Context: an optimization exercise on an open-source flow, tuned for small area, a short achievable clock period and few clock cycles. The choices shown serve that exercise and are no tape-out recipe. The RTL was checked by simulation tests, not by an equivalence proof against the original design. Power is estimated from default activity; no workload was simulated.

== the reference run ==
==> flow/design.v (excerpt) <==
module mips32(
  input clk,
  input rst,
  output [9:0] imem_addr,
  input [31:0] imem_rdata,
  output [9:0] dmem_addr,
  output [31:0] dmem_wdata,
  output dmem_we,
  output dmem_re,
  input [31:0] dmem_rdata,
  output halted
);
export LEC_CHECK = 0
export CAP_MARGIN = 20
export CORE_MARGIN = 2
export CORE_UTILIZATION = 55
export CTS_CLUSTER_DIAMETER = 100
export CTS_CLUSTER_SIZE = 20
export PLACE_DENSITY = 0.65
export SLEW_MARGIN = 20
create_clock -name core_clock -period 8.0 [get_ports {clk}]
standard.sh (not shown) runs the stock make flow with config.mk's settings and CLKGATE_MAP_FILE= SYNTH_SCRIPT=/design/flow/synth_recipe.tcl, a recipe that flattens the netlist after the stock synthesis.
==> flow/flow/run.sh <==
#!/bin/bash
# Layout flow: the standard flow's own layout (standard.sh, with the standard synthesis
# unchanged), run with plain buffers rather than delay cells on the ports
# and a deeper setup margin for the timing repair steps. After the
# floorplan, gates of drive strength 0 are replaced by their drive 1
# versions (same function and, mostly, the same area), which hold up
# better once the wires are routed.
set -euo pipefail
export BUFFER_PORTS_ARGS="-buffer_cell sky130_fd_sc_hd__buf_4"
export SETUP_SLACK_MARGIN=5.3
RES=orfs/results/sky130hd/mips32/base
bash standard.sh synth > standard_synth.log 2>&1
bash standard.sh "$PWD/$RES/2_1_floorplan.odb" > standard_floorplan.log 2>&1
ODB="$PWD/$RES/2_1_floorplan.odb" openroad -no_splash -exit flow/swap0.tcl > swap0.log 2>&1
bash standard.sh > standard.log 2>&1
==> flow/flow/swap0.tcl <==
read_liberty /OpenROAD-flow-scripts/flow/platforms/sky130hd/lib/sky130_fd_sc_hd__tt_025C_1v80.lib
read_db $::env(ODB)
set n 0
foreach inst [[ord::get_db_block] getInsts] {
  set m [[$inst getMaster] getName]
  if {[regexp {^(sky130_fd_sc_hd__[a-z0-9]+)_0$} $m -> base]} {
    replace_cell [$inst getName] ${base}_1
    incr n
  }
}
puts "swapped $n cells from drive 0 to drive 1"
write_db $::env(ODB)
Testbench counts of the reference run, summed over its fixed seeds: cycles 269,294.
Setup changes, the reference run to the trial run
Settings: a deleted PLACE_DENSITY that had been 0.65; a change of CORE_UTILIZATION from 55 to 40.
==> comparison <==
Delta (the trial run minus the reference run): met3 track utilization from global routing dropped 7.8 points, met2 routed wirelength climbed about 8%. Diff the reference run -> the trial run | wire length | up by a few percent. Relative to the reference run, non-clock buffering overhead in the final layout increased by 0.68 points in the trial run. Of the trial run and the reference run, the lower clock period minus worst slack belongs to the trial run. In the metrics for the trial run and the reference run, the one carrying the higher growth of design area from synthesis to finish is the trial run. The reference run reports its source of the critical timing path as imem_rdata[0] while the trial run reports fpc[7]. Flip-flop and latch count essentially unchanged between the reference run and the trial run. The count of non-filler cells in the finished layout in the trial run is 1.11 times that in the reference run. The trial run and the reference run ended up with roughly the same actual slew at the worst max-slew pin.

---

The RTL this note starts from:
==> flow/design.v <==
module mips32(
  input clk,
  input rst,
  output [9:0] imem_addr,
  input [31:0] imem_rdata,
  output [9:0] dmem_addr,
  output [31:0] dmem_wdata,
  output dmem_we,
  output dmem_re,
  input [31:0] dmem_rdata,
  output halted
);
  localparam NB = 4;       
  reg [9:0] fpc;           
  reg v_q, pred_q;         
  reg [9:0] pc_q;
  reg v_id, pred_id;       
  reg [9:0] pc_id;
  reg [31:0] ir;
  reg [31:1] sa, sb;       
  reg stop;                
  reg halt_r;
  reg [NB-1:0] bt_v;
  reg [9:0] bt_pc [0:NB-1];
  reg [9:0] bt_tg [0:NB-1];
  reg [1:0] bt_ptr;
  reg v_ex, ld_ex, st_ex, br_ex, bnez_ex, wr_ex, pred_ex;
  reg f_arith, f_cin, f_slt, f_xor, f_and, f_or;
  reg [4:0] rd_ex;
  reg [31:0] Ax, Bx;
  reg [9:0] Tx;            
  reg [9:0] pc_ex;
  reg ld_mem, wr_mem, we_mem, re_mem;
  reg [4:0] rd_mem;
  reg [31:0] alu_mem, d_mem;
  reg [9:0] addr_mem;
  reg ld_wb, wr_wb;
  reg [4:0] rd_wb;
  reg [31:0] alu_wb;
  reg [31:0] rf [1:31];
  wire [31:0] w_data = ld_wb ? dmem_rdata : alu_wb;
  wire [31:0] opa = Ax;
  wire [31:0] opb = Bx;
  wire [33:0] sum2 = {1'b0, opa, 1'b1} + {1'b0, opb, f_cin};   
  wire [32:0] sum = sum2[33:1];
  wire [31:0] alux = ({32{f_arith}} & sum[31:0])
                   | ({32{f_slt}} & {31'd0, sum[32]})
                   | ({32{f_xor}} & (opa ^ opb))
                   | ({32{f_and}} & (opa & opb))
                   | ({32{f_or}}  & (opa | opb));
  wire taken = bnez_ex ^ (opa == 32'd0);
  wire misp = v_ex & br_ex & (taken ^ pred_ex);
  wire [9:0] fix_pc = taken ? Tx : pc_ex + 10'd1;
  wire bt_alloc = v_ex & br_ex & taken & ~pred_ex;
  wire [5:0] op  = ir[31:26];
  wire [4:0] rd  = ir[25:21];
  wire [4:0] rs1 = ir[20:16];
  wire [4:0] rs2 = ir[15:11];
  wire [4:0] rsb = op[5] ? rd : rs2;       
  wire is_alu = ~op[5] & (op[3:0] <= 4'd5);
  wire is_ld  = (op == 6'b110000);
  wire is_st  = (op == 6'b110001);
  wire is_br  = (op[5:1] == 5'b11010);
  wire is_hlt = (op == 6'b111111);
  wire is_imm = ~op[5] & op[4];
  wire use_a  = is_alu | is_ld | is_st | is_br;
  wire use_b  = (is_alu & ~op[4]) | is_st;
  reg a_ex, a_mem, a_wb, a_rf, b_imm, b_ex, b_mem, b_wb, b_rf, hz;
  wire stall = v_id & ~stop & hz;
  wire live = v_id & ~stop & ~misp;
  reg [31:0] ra, rb;
  integer k;
  always @(*) begin
    ra = 32'd0;
    rb = 32'd0;
    for (k = 1; k < 32; k = k + 1) begin
      ra = ra | ({32{sa[k]}} & rf[k]);
      rb = rb | ({32{sb[k]}} & rf[k]);
    end
  end
  wire is_inv = ~op[5] & ((op[3:0] == 4'd1) | (op[3:0] == 4'd5));    
  wire [31:0] simm = {{16{ir[15]}}, ir[15:0]};
  wire [9:0] target = pc_id + 10'd1 + ir[9:0];
  reg bt_hit;
  reg [9:0] bt_next;
  always @(*) begin
    bt_hit = 1'b0;
    bt_next = fpc + 10'd1;
    for (k = 0; k < NB; k = k + 1)
      if (bt_v[k] & (bt_pc[k] == fpc)) begin
        bt_hit = 1'b1;
        bt_next = bt_tg[k];
      end
  end
  wire drop = stall & v_q;
  wire [31:0] ir_in = imem_rdata;
  wire [4:0] rs1_in = ir_in[20:16];
  wire [4:0] rsb_in = ir_in[31] ? ir_in[25:21] : ir_in[15:11];
  wire [5:0] op_in = ir_in[31:26];
  wire alu_in = ~op_in[5] & (op_in[3:0] <= 4'd5);
  wire use_a_in = alu_in | (op_in == 6'b110000) | (op_in == 6'b110001) | (op_in[5:1] == 5'b11010);
  wire use_b_in = (alu_in & ~op_in[4]) | (op_in == 6'b110001);
  wire [4:0] rs1_n = stall ? rs1 : rs1_in;
  wire [4:0] rsb_n = stall ? rsb : rsb_in;
  wire use_a_n = stall ? use_a : use_a_in;
  wire use_b_n = stall ? use_b : use_b_in;
  wire issue = v_id & ~stop & ~stall;      
  wire wr_id = (is_alu | is_ld) & (rd != 5'd0);
  wire ex_a_n  = issue & wr_id & (rd == rs1_in);
  wire ex_b_n  = issue & wr_id & (rd == rsb_in);
  wire mem_a_n = v_ex & wr_ex & (rd_ex == rs1_n);
  wire mem_b_n = v_ex & wr_ex & (rd_ex == rsb_n);
  wire wb_a_n  = wr_mem & (rd_mem == rs1_n);
  wire wb_b_n  = wr_mem & (rd_mem == rsb_n);
  wire hz_n = (is_ld & ((use_a_in & ex_a_n) | (use_b_in & ex_b_n))) |
              (ld_ex & ((use_a_n & mem_a_n) | (use_b_n & mem_b_n)));
  wire imm_in = ~op_in[5] & op_in[4];
  wire imm_n = stall ? is_imm : imm_in;
  reg [31:1] sa_n, sb_n;
  always @(*)
    for (k = 1; k < 32; k = k + 1) begin
      sa_n[k] = (rs1_n == k);
      sb_n[k] = (rsb_n == k);
    end
  assign imem_addr = fpc;
  always @(posedge clk) begin
    if (rst) begin
      fpc <= 10'd0;
      v_q <= 1'b0;
      v_id <= 1'b0;
      stop <= 1'b0;
      halt_r <= 1'b0;
      v_ex <= 1'b0;
      wr_mem <= 1'b0;
      we_mem <= 1'b0;
      re_mem <= 1'b0;
      wr_wb <= 1'b0;
      bt_v <= {NB{1'b0}};
      bt_ptr <= 2'd0;
    end
    else begin
      fpc <= misp ? fix_pc : drop ? pc_q : bt_next;
      v_q <= ~misp & ~drop;
      if (misp) v_id <= 1'b0;
      else if (~stall) v_id <= v_q;
      if (live & ~stall & is_hlt) stop <= 1'b1;
      halt_r <= stop;
      v_ex <= live & ~stall & use_a;
      wr_mem <= v_ex & wr_ex;
      we_mem <= v_ex & st_ex;
      re_mem <= v_ex & ld_ex;
      wr_wb <= wr_mem;
      if (bt_alloc) begin
        bt_v[bt_ptr] <= 1'b1;
        bt_ptr <= bt_ptr + 2'd1;
      end
    end
    a_ex  <= ex_a_n;
    a_mem <= ~ex_a_n & mem_a_n;
    a_wb  <= ~ex_a_n & ~mem_a_n & wb_a_n;
    a_rf  <= ~ex_a_n & ~mem_a_n & ~wb_a_n;
    b_imm <= imm_n;
    b_ex  <= ~imm_n & ex_b_n;
    b_mem <= ~imm_n & ~ex_b_n & mem_b_n;
    b_wb  <= ~imm_n & ~ex_b_n & ~mem_b_n & wb_b_n;
    b_rf  <= ~imm_n & ~ex_b_n & ~mem_b_n & ~wb_b_n;
    hz <= hz_n;
    sa <= sa_n;
    sb <= sb_n;
    pc_q <= fpc;
    pred_q <= bt_hit;
    if (~stall) begin
      ir <= ir_in;
      pc_id <= pc_q;
      pred_id <= pred_q;
    end
    if (bt_alloc) begin
      bt_pc[bt_ptr] <= pc_ex;
      bt_tg[bt_ptr] <= Tx;
    end
    ld_ex <= is_ld;
    st_ex <= is_st;
    br_ex <= is_br;
    bnez_ex <= op[0];
    pred_ex <= pred_id;
    pc_ex <= pc_id;
    wr_ex <= wr_id;
    rd_ex <= rd;
    f_arith <= ~op[5] & ((op[3:0] == 4'd0) | (op[3:0] == 4'd1));
    f_cin <= ~op[5] & (op[3:0] == 4'd1);
    f_xor <= ~op[5] & (op[3:0] == 4'd2);
    f_and <= ~op[5] & (op[3:0] == 4'd3);
    f_or  <= ~op[5] & (op[3:0] == 4'd4);
    f_slt <= ~op[5] & (op[3:0] == 4'd5);
    Ax <= ({32{a_ex}} & alux) | ({32{a_mem}} & alu_mem) | ({32{a_wb}} & w_data) | ({32{a_rf}} & ra);
    Bx <= {32{is_inv}} ^ (({32{b_imm}} & simm) | ({32{b_ex}} & alux) | ({32{b_mem}} & alu_mem)
                          | ({32{b_wb}} & w_data) | ({32{b_rf}} & rb));
    Tx <= is_br ? target : ir[9:0];
    ld_mem <= ld_ex;
    rd_mem <= rd_ex;
    alu_mem <= alux;
    d_mem <= opb;
    addr_mem <= opa[9:0] + Tx;
    ld_wb <= ld_mem;
    rd_wb <= rd_mem;
    alu_wb <= alu_mem;
    if (wr_wb) rf[rd_wb] <= w_data;
  end
  assign dmem_addr  = addr_mem;
  assign dmem_wdata = d_mem;
  assign dmem_we    = we_mem;
  assign dmem_re    = re_mem;
  assign halted     = halt_r;
endmodule
clock: 8.0 ns
lec_check: 0
cap_margin: 20
core_margin: 2
core_utilization: 40
cts_cluster_diameter: 100
cts_cluster_size: 20
slew_margin: 20
==> flow/flow/run.sh <==
#!/bin/bash
# Layout flow: the standard flow's own layout (standard.sh, with the standard synthesis
# unchanged), run with plain buffers rather than delay cells on the ports
# and a deeper setup margin for the timing repair steps. After the
# floorplan, gates of drive strength 0 are replaced by their drive 1
# versions (same function and, mostly, the same area), which hold up
# better once the wires are routed.
set -euo pipefail
export BUFFER_PORTS_ARGS="-buffer_cell sky130_fd_sc_hd__buf_4"
export SETUP_SLACK_MARGIN=5.5
RES=orfs/results/sky130hd/mips32/base
bash standard.sh synth > standard_synth.log 2>&1
bash standard.sh "$PWD/$RES/2_1_floorplan.odb" > standard_floorplan.log 2>&1
ODB="$PWD/$RES/2_1_floorplan.odb" openroad -no_splash -exit flow/swap0.tcl > swap0.log 2>&1
bash standard.sh > standard.log 2>&1
Scripts as last shown in full above: flow/flow/swap0.tcl
Testbench counts at the start, summed over its fixed seeds: cycles 271,754.
Edit:
--- a/flow/flow/run.sh
+++ b/flow/flow/run.sh
@@ -10 +10 @@
-export SETUP_SLACK_MARGIN=5.5
+export SETUP_SLACK_MARGIN=5.0
Result: The changed run finished clean; hold slack gains 0.035 ns; area after synthesis stays the same; first-iteration DRC count drops by 5.2%; routed wire length drops by 4.3%; worst setup slack loses 0.14 ns; synthesized cell count is unchanged.
Edit:
==> flow/flow/run.sh (replaced) <==
#!/bin/bash
# Layout flow: the standard flow's own layout (standard.sh, with the standard synthesis
# unchanged), run with plain buffers rather than delay cells on the ports
# and a deeper setup margin for the timing repair steps.
set -euo pipefail
export BUFFER_PORTS_ARGS="-buffer_cell sky130_fd_sc_hd__buf_4"
export SETUP_SLACK_MARGIN=5.3
bash standard.sh > standard.log 2>&1
removed: flow/flow/swap0.tcl
Critical path depth came out higher by 2.
Cell area went up by 3.4%.
Global-route usage went up by 1.0 points.
Maximum frequency grows by 4.6%.
Wire length rises by 3.7%.
Synthesized area is unchanged.
Sequential share of layout area goes down by 1.8 points.
Setup slack improves by 0.14 ns.
Via count rises by 2.5%.
Hold slack gets worse by 0.016 ns.
Total power grows by about 2.2%.
Edit:
--- a/flow/flow/run.sh
+++ b/flow/flow/run.sh
@@ -4 +4,4 @@
-# and a deeper setup margin for the timing repair steps.
+# and a deeper setup margin for the timing repair steps. After the
+# floorplan, gates of drive strength 0 are replaced by their drive 1
+# versions (same function and, mostly, the same area), which hold up
+# better once the wires are routed.
@@ -7,0 +11,4 @@
+RES=orfs/results/sky130hd/mips32/base
+bash standard.sh synth > standard_synth.log 2>&1
+bash standard.sh "$PWD/$RES/2_1_floorplan.odb" > standard_floorplan.log 2>&1
+ODB="$PWD/$RES/2_1_floorplan.odb" openroad -no_splash -exit flow/swap0.tcl > swap0.log 2>&1
==> flow/flow/swap0.tcl (new file) <==
read_liberty /OpenROAD-flow-scripts/flow/platforms/sky130hd/lib/sky130_fd_sc_hd__tt_025C_1v80.lib
read_db $::env(ODB)
set n 0
foreach inst [[ord::get_db_block] getInsts] {
  set m [[$inst getMaster] getName]
  if {[regexp {^(sky130_fd_sc_hd__[a-z0-9]+)_0$} $m -> base]} {
    replace_cell [$inst getName] ${base}_1
    incr n
  }
}
puts "swapped $n cells from drive 0 to drive 1"
write_db $::env(ODB)
Design area is about the same.
Non-clock buffer count came out lower by 7.
Area after synthesis is unchanged.
Critical path depth came out lower by 2.
Setup slack gains 0.024 ns.
Worst hold slack gains 0.0038 ns.

what the ideal ports hide:
In the flow no input, the clock included, has a driving cell. The finished layouts below were timed again as built, in two steps. Step 1, drivers: a clkbuf_16 drives clk and a buf_2 each remaining input, both assumed. Step 2 times the ports against the registers' clock, not the clock port: input delays grow and output delays shrink by t, the midpoint of the rising clock arrivals with the driver on. a / b / c = ideal / step 1 / step 2; a / b = the first two.
run	t (ns)	setup slack, ns	worst register clock-pin slew, ns	pins driven straight from the clock port
the reference run	0.781	5.031 / 5.012 / 4.270	0.10 / 0.10	1
the trial run	0.827	5.141 / 5.052 / 4.359	0.10 / 0.10	1
the first run of note 2	0.813	5.017 / 4.990 / 4.503	0.10 / 0.10	1
the second run of note 2	0.810	4.875 / 4.875 / 4.422	0.10 / 0.10	1
the third run of note 2	0.811	5.013 / 4.988 / 4.508	0.09 / 0.09	1
the fourth run of note 2	0.835	5.037 / 4.964 / 4.454	0.11 / 0.11	1
After both steps setup and hold are still met in every run listed. The setup slack of the trial run, which loses most, moves by -0.089 ns with the drivers and by -0.782 ns with both steps.
